What follows belongs to an exercise in optimizing a design on an open flow for small area and a short achievable clock period; a production flow would make more cautious choices.
In this exercise RTL edits were held to simulation tests only and were not proved equivalent to the original.

Setup of build 70:
## div_top
module div_top
(
    input             clk,
    input      [31:0] x,
    input      [31:0] y,
    output reg [31:0] q,
    output reg [31:0] r
);
Settings: LEC_CHECK=0, ABC_AREA=1, CAP_MARGIN=20, CORE_MARGIN=2, CORE_UTILIZATION=50, CTS_CLUSTER_DIAMETER=50, CTS_CLUSTER_SIZE=15, SLEW_MARGIN=20, SYNTH_HIERARCHICAL=1, TNS_END_PERCENT=0; clock period 110.0 ns.
standard.sh (not shown) runs the stock make flow with config.mk's settings and CLKGATE_MAP_FILE= SYNTH_SCRIPT=/design/flow/synth_recipe.tcl, a recipe that flattens the netlist after the stock synthesis.
==> flow/flow/run.sh <==
#!/bin/bash
set -euo pipefail
bash standard.sh SETUP_SLACK_MARGIN=46 SKIP_GATE_CLONING=1 SKIP_PIN_SWAP=1 finish > standard_flow.log 2>&1
Build 70 went all the way through the flow, and no timing, DRC or antenna check failed.
Here is what was changed in the inputs of build 4 compared with build 70.
==> flow/flow/run.sh <==
#!/bin/bash
set -euo pipefail
bash standard.sh SETUP_SLACK_MARGIN=43 SKIP_GATE_CLONING=1 SKIP_PIN_SWAP=1 finish > standard_flow.log 2>&1
-- flow/config.mk --
<<< build 70, line 14
export SLEW_MARGIN = 20
export SYNTH_HIERARCHICAL = 1
export TNS_END_PERCENT = 0
>>> build 4, line 14
export SLEW_MARGIN = 20
export SYNTH_HIERARCHICAL = 1
Notes after the runs:
- Per the comparison of build 4 with build 70, fmax -about 4%; wire length -1.3%; buffering overhead -1.1 points.
Edits applied to the flow inputs when going from build 4 to build 57:
==> flow/flow/run.sh <==
#!/bin/bash
set -euo pipefail
bash standard.sh SETUP_SLACK_MARGIN=49 SKIP_GATE_CLONING=1 SKIP_PIN_SWAP=1 finish > standard_flow.log 2>&1
==> comparison <==
Against build 4, via count in build 57 came out worse. Diff build 4 -> build 57: final worst-path cycle share has decreased; worst setup slack picked up an extra 4.36 ns; critical path depth now smaller. Ran to the end and failed final checks on max-capacitance violations, max-slew violations: build 57.
### build 57 -> build 35
==> flow/flow/run.sh <==
#!/bin/bash
set -euo pipefail
bash standard.sh SETUP_SLACK_MARGIN=43 SKIP_GATE_CLONING=1 SKIP_PIN_SWAP=1 finish > standard_flow.log 2>&1
-- flow/config.mk --
<<< build 57, line 9
export CAP_MARGIN = 20
export CORE_MARGIN = 2
export CORE_UTILIZATION = 50
export CTS_CLUSTER_DIAMETER = 50
export CTS_CLUSTER_SIZE = 15
export SLEW_MARGIN = 20
export SYNTH_HIERARCHICAL = 1
>>> build 35, line 9
export CAP_MARGIN = 20
export CORE_MARGIN = 2
export CORE_UTILIZATION = 65
export CTS_CLUSTER_DIAMETER = 50
export CTS_CLUSTER_SIZE = 15
export PLACE_DENSITY = 0.75
export SLEW_MARGIN = 20
export SYNTH_HIERARCHICAL = 1
### Flow results
Build 35 finished every step from synthesis to the final layout, and the layout passed the timing, DRC and antenna checks.
Build 35 vs. build 57: synthesis-to-layout area growth went down by 11 points, mean routed wirelength per cell went down 3.9%, final routed wirelength across all metal layers went down.
The number of non-clock buffers in the layout in build 35 is 0.59 times that in build 57.
Of build 35 and build 57, it is build 35 that has the lower fraction of cell area in non-clock buffers.
Looking at critical path startpoint, the y_r[13]$_DFF_P_ result is from build 57; the y_r[30]$_DFF_P_ one comes from build 35.
Post-route clock skew of build 35 is on par with build 57.
First-iteration DRC count ends up lower on build 57.
Comparing build 35 and build 57, the lower count of placed standard cells in the final layout, fillers left out is on build 35.
In the tables for build 35 and build 57, sequential share of layout area reads lower with build 57.
Row count (build 35 / build 57): 0.877
Input changes introduced in build 37 (baseline for comparison: build 35):
==> flow/config.mk <==
export PLATFORM = sky130hd
export DESIGN_NAME = div_top
export DESIGN_NICKNAME = div_top
export VERILOG_FILES = /design/flow/design.v
export SDC_FILE = /design/flow/constraint.sdc
export NUM_CORES = 4
export LEC_CHECK = 0
export ABC_AREA = 1
export CAP_MARGIN = 20
export CORE_MARGIN = 2
export CORE_UTILIZATION = 50
export CTS_CLUSTER_DIAMETER = 50
export CTS_CLUSTER_SIZE = 15
export SLEW_MARGIN = 20
export SYNTH_HIERARCHICAL = 1
export TNS_END_PERCENT = 0
### Flow results
The setup slack of build 37 is larger than that of build 35.
Build 35 vs build 37, worst setup path endpoint: q[31]$_DFF_P_ vs q[18]$_DFF_P_
When the final numbers for build 35 and build 37 were put side by side, the maximum cell stage delay along the critical path turned out to be smaller in build 35.
Compared with build 35, in build 37 share of layout cells above drive strength 1 now larger; detail-routed net length per standard cell now larger; minimum clock period now smaller; area growth from synthesis to layout now larger.
Summary of the comparison: via count is lower in build 37, relative to build 35.
In terms of number of flops mapped to enable cells by yosys, build 37 and build 35 differ only marginally.

---

== run 1 ==
The RTL this note starts from:
==> flow/design.v <==
module div_top
(
    input             clk,
    input      [31:0] x,
    input      [31:0] y,
    output reg [31:0] q,
    output reg [31:0] r
);
reg  [31:0] x_r;
reg  [31:0] y_r;
wire [31:0] q_w;
wire [31:0] r_w;
nrda_div #(.WIDTH(32)) u_div (
    .x(x_r),
    .y(y_r),
    .r(r_w),
    .q(q_w)
);
always @(posedge clk) begin
    x_r <= x;
    y_r <= y;
    q   <= q_w;
    r   <= r_w;
end
endmodule

module nrda_div
#(
    parameter WIDTH=32
)
(
    input [WIDTH-1:0] x,
    input [WIDTH-1:0] y,
    output reg [WIDTH-1:0] r,
    output reg [WIDTH-1:0] q
);
localparam W  = WIDTH;
localparam NS = WIDTH/2;      
localparam RW = WIDTH+1;      
localparam AW = WIDTH+3;      
localparam SW = clog2(WIDTH);
function integer clog2;
    input integer v;
    integer u;
    begin
        clog2 = 0;
        for (u = v - 1; u > 0; u = u >> 1)
            clog2 = clog2 + 1;
    end
endfunction
function [3:0] sel;           
    input [6:0] e;
    input [2:0] di;
    integer m2, m1, m0, mm1, es;
    begin
        case (di)
        3'd0: begin m2 = 12; m1 = 4; m0 = -4;  mm1 = -13; end
        3'd1: begin m2 = 14; m1 = 4; m0 = -6;  mm1 = -15; end
        3'd2: begin m2 = 15; m1 = 4; m0 = -6;  mm1 = -16; end
        3'd3: begin m2 = 16; m1 = 4; m0 = -6;  mm1 = -18; end
        3'd4: begin m2 = 18; m1 = 6; m0 = -8;  mm1 = -20; end
        3'd5: begin m2 = 20; m1 = 6; m0 = -8;  mm1 = -20; end
        3'd6: begin m2 = 20; m1 = 8; m0 = -8;  mm1 = -22; end
        default: begin m2 = 24; m1 = 8; m0 = -8;  mm1 = -24; end
        endcase
        es = e[6] ? {25'h1ffffff, e} : {25'h0, e};
        if (es >= m2)       sel = 4'b1000;
        else if (es >= m1)  sel = 4'b0100;
        else if (es >= m0)  sel = 4'b0000;
        else if (es >= mm1) sel = 4'b0010;
        else                sel = 4'b0001;
    end
endfunction
wire xs = x[W-1];
wire ys = y[W-1];
wire yz = ~|y;
reg  [W-1:0]   yv_ [0:SW];
reg  [2*W-1:0] xv [0:SW];
reg  [SW-1:0]  s;
integer k;
always @(*) begin
    yv_[0] = y;
    xv[0] = {{W{xs}}, x};
    for (k = 0; k < SW; k = k + 1) begin
        s[SW-1-k] = ~|((yv_[k] ^ {W{ys}}) >> (W - (1 << (SW-1-k)))) & ~yz;
        yv_[k+1] = s[SW-1-k] ? yv_[k] << (1 << (SW-1-k)) : yv_[k];
        xv[k+1] = s[SW-1-k] ? xv[k] << (1 << (SW-1-k)) : xv[k];
    end
end
wire [RW-1:0]  yv = {ys, yv_[SW]};        
wire [2*W-1:0] xn = xv[SW];               
wire [RW-1:0]  ya = ys ? ~yv : yv;        
wire [2:0] di = ya[W-1] ? ya[W-2:W-4] : 3'b000;
wire signed [2:0] w0t = xn[2*W-1:2*W-3];   
wire q0p = di[2] ? (w0t >= 3'sd3) : (w0t >= 3'sd2);
wire q0n = di[2] ? (w0t == -3'sd4) : (w0t <= -3'sd3);
wire q0i = ys ? q0n : q0p;                
wire [AW-1:0] D1 = {{(AW-RW){yv[RW-1]}}, yv};
wire [AW-1:0] D2 = {{(AW-RW-1){yv[RW-1]}}, yv, 1'b0};
reg [RW-1:0] S [0:NS];
reg [RW-1:0] C [0:NS];
reg [NS-1:0] dp1, dp2, dn1, dn2;
reg [AW-1:0] A, B, M;
reg [6:0] est;
reg [3:0] qd;
reg inv, one, two;
integer j;
always @(*) begin
    S[0] = {xn[2*W-1], xn[2*W-1:W]};
    C[0] = (q0p | q0n) ? (q0i ? ~yv : yv) : {RW{1'b0}};
    for (j = 1; j <= NS; j = j + 1) begin
        A = {S[j-1], xn[W-2*j+1 -: 2]};
        B = {C[j-1], (j == 1) ? {q0i, q0i} : 2'b00};
        est = A[AW-1:AW-7] + B[AW-1:AW-7];
        qd = sel(est, di);
        inv = ys ? (qd[1] | qd[0]) : (qd[3] | qd[2]);
        one = qd[2] | qd[1];
        two = qd[3] | qd[0];
        dp2[NS-j] = two & inv;  dp1[NS-j] = one & inv;
        dn2[NS-j] = two & ~inv; dn1[NS-j] = one & ~inv;
        M = ({AW{two}} & D2 | {AW{one}} & D1) ^ {AW{inv}};
        S[j] = A ^ B ^ M;
        C[j] = {((A & B) | (A & M) | (B & M)), (inv | ((j == 1) & q0i))};
    end
end
wire [RW-1:0] rf = S[NS] + C[NS];
wire rneg = rf[RW-1];
wire rnz = |rf;
wire corr = xs ? (~rneg & rnz) : rneg;
wire sub = xs ^ ys;                       
wire [RW-1:0] rc = S[NS] + C[NS] + (sub ? ~yv : yv) + sub;
wire [RW-1:0] rr = corr ? rc : rf;
wire [RW-1:0] rs = (rr >> s) | (rr[RW-1] ? ~({RW{1'b1}} >> s) : {RW{1'b0}});
wire [2:0] e0 = {dp2[0], dp1[0]} - {dn2[0], dn1[0]} +
                (corr ? (sub ? 3'd1 : 3'd7) : 3'd0);
reg [W-1:0] P, N;
integer t;
always @(*) begin
    for (t = 1; t < NS; t = t + 1) begin
        P[2*t+1] = dp2[t]; P[2*t] = dp1[t];
        N[2*t+1] = dn2[t]; N[2*t] = dn1[t];
    end
    P[1:0] = e0[2] ? 2'b00 : e0[1:0];
    N[1:0] = e0[2] ? -e0[1:0] : 2'b00;
    if (yz) begin
        P = {{(W-1){1'b0}}, xs};
        N = {{(W-1){1'b0}}, ~xs};
    end
end
always @(*) begin
    r = rs[W-1:0];
    q = P - N;
end
endmodule
export LEC_CHECK = 0
export CAP_MARGIN = 20
export CORE_MARGIN = 2
export CORE_UTILIZATION = 50
export CTS_CLUSTER_DIAMETER = 50
export CTS_CLUSTER_SIZE = 15
export SLEW_MARGIN = 20
create_clock -name core_clock -period 110.0 [get_ports {clk}]
==> flow/flow/run.sh <==
#!/bin/bash
set -euo pipefail
bash standard.sh SETUP_SLACK_MARGIN=30 finish > standard_flow.log 2>&1
Per the final summary, run 1 finished and its layout is clean on timing, DRC and antenna.
Relative to run 1, the following input files were edited for run 2:
==> flow/run.sh (new file) <==
#!/bin/bash
# synth_recipe.tcl (not shown) runs the flow's synth.tcl, then flattens the netlist and writes it again
# the make line also repeats each setting of config.mk as NAME=value (left out here)
make -C /OpenROAD-flow-scripts/flow DESIGN_CONFIG=/design/flow/config.mk WORK_HOME=/design/flow/orfs CLKGATE_MAP_FILE= SYNTH_SCRIPT=/design/flow/synth_recipe.tcl finish
removed: flow/flow/run.sh
removed: flow/standard.sh
==> comparison <==
Run 2 finished every stage and its layout cleared the timing, DRC and antenna checks.
Run 2 vs. run 1: total via count after detailed routing decreased by 2.4% relative to the old numbers; filler-free cell count of the finished design decreased by 80 relative to the old numbers; first-pass GRT wire length decreased by about 1.6% relative to the old numbers.
Capturing element of the worst setup path = q[28]: run 2; capturing element of the worst setup path = q[25]: run 1
Non-clock buffer count went down by more than 10% going from run 1 to run 2.
## Diff of input files: run 3 against run 2
# run 2
export LEC_CHECK = 0
export CAP_MARGIN = 20
export CORE_MARGIN = 2
export CORE_UTILIZATION = 50
export CTS_CLUSTER_DIAMETER = 50
export CTS_CLUSTER_SIZE = 15
export SLEW_MARGIN = 20
create_clock -name core_clock -period 110.0 [get_ports {clk}]
# run 3
export LEC_CHECK = 0
export CAP_MARGIN = 20
export CORE_MARGIN = 2
export CORE_UTILIZATION = 70
export CTS_CLUSTER_DIAMETER = 50
export CTS_CLUSTER_SIZE = 15
export PLACE_DENSITY = 0.8
export SLEW_MARGIN = 20
create_clock -name core_clock -period 110.0 [get_ports {clk}]
Diff run 2 -> run 3: height of the die shows a reduction of about 15%; worst slack after detailed placement shows an increase of 1.02 ns.
--- input diff run 3..run 4 ---
# run 3
export LEC_CHECK = 0
export CAP_MARGIN = 20
export CORE_MARGIN = 2
export CORE_UTILIZATION = 70
export CTS_CLUSTER_DIAMETER = 50
export CTS_CLUSTER_SIZE = 15
export PLACE_DENSITY = 0.8
export SLEW_MARGIN = 20
create_clock -name core_clock -period 110.0 [get_ports {clk}]
# run 4
export LEC_CHECK = 0
export CAP_MARGIN = 20
export CORE_MARGIN = 2
export CORE_UTILIZATION = 50
export CTS_CLUSTER_DIAMETER = 50
export CTS_CLUSTER_SIZE = 15
export SLEW_MARGIN = 20
create_clock -name core_clock -period 110.0 [get_ports {clk}]
==> flow/flow/run.sh (new file) <==
#!/bin/bash
set -euo pipefail
bash standard.sh SETUP_SLACK_MARGIN=40 finish > standard_flow.log 2>&1
==> flow/standard.sh (new file) <==
#!/bin/bash
# synth_recipe.tcl (not shown) runs the flow's synth.tcl, then flattens the netlist and writes it again
# the make line also repeats each setting of config.mk as NAME=value (left out here)
make -C /OpenROAD-flow-scripts/flow DESIGN_CONFIG=/design/flow/config.mk WORK_HOME=/design/flow/orfs CLKGATE_MAP_FILE= SYNTH_SCRIPT=/design/flow/synth_recipe.tcl "${@:-finish}"
removed: flow/run.sh
Notes after the runs:
- Run 4 vs. run 3: met3 track demand over resource went down 7.3 points; total track usage decreased 8.9 points; instance count of the mapped netlist now sits at about the same level; count of non-filler cells in the finished layout moved up.
- The flow did not stop early for run 4: all stages ran, and the layout cleared the timing, DRC and antenna checks.

## static timing again, ports no longer ideal
In the flow no input, the clock included, has a driving cell. The finished layouts below were timed again as built, in two steps.
Step 1 assumes that a clkbuf_16 drives the clock port and a buf_2 every other input.
Step 2, shift: input delay + t, output delay - t, t = (earliest + latest rising clock arrival at the registers) / 2. This alone moves slack from input paths to output paths.
Three values: no drivers, after step 1, after step 2; two values: the first two.
| run | shift t [ns] | slack for setup (ns) | hold slack, ns | worst setup path after step 2 | worst slew at a driven data input, ns |
|---|---|---|---|---|---|
| build 70 | 0.558 | 49.434 / 49.434 / 49.434 | 0.804 / 0.804 / 0.804 | register to register | 0.04 |
| build 4 | 0.551 | 46.840 / 46.840 / 46.840 | 0.798 / 0.798 / 0.798 | register to register | 0.04 |
| build 57 | 0.554 | 51.201 / 51.201 / 51.201 | 0.867 / 0.867 / 0.867 | register to register | 0.04 |
| build 35 | 0.571 | 46.083 / 46.083 / 46.083 | 0.734 / 0.734 / 0.734 | register to register | 0.05 |
| build 37 | 0.551 | 46.840 / 46.840 / 46.840 | 0.798 / 0.798 / 0.798 | register to register | 0.04 |
| run 1 | 0.582 | 34.570 / 34.570 / 34.570 | 0.961 / 0.961 / 0.961 | register to register | 0.07 |
| run 2 | 0.580 | 23.033 / 23.033 / 23.033 | 0.958 / 0.958 / 0.958 | register to register | 0.07 |
| run 3 | 0.554 | 23.274 / 23.274 / 23.274 | 0.987 / 0.987 / 0.987 | register to register | 0.09 |
| run 4 | 0.573 | 41.702 / 41.702 / 41.702 | 0.990 / 0.990 / 0.990 | register to register | 0.06 |
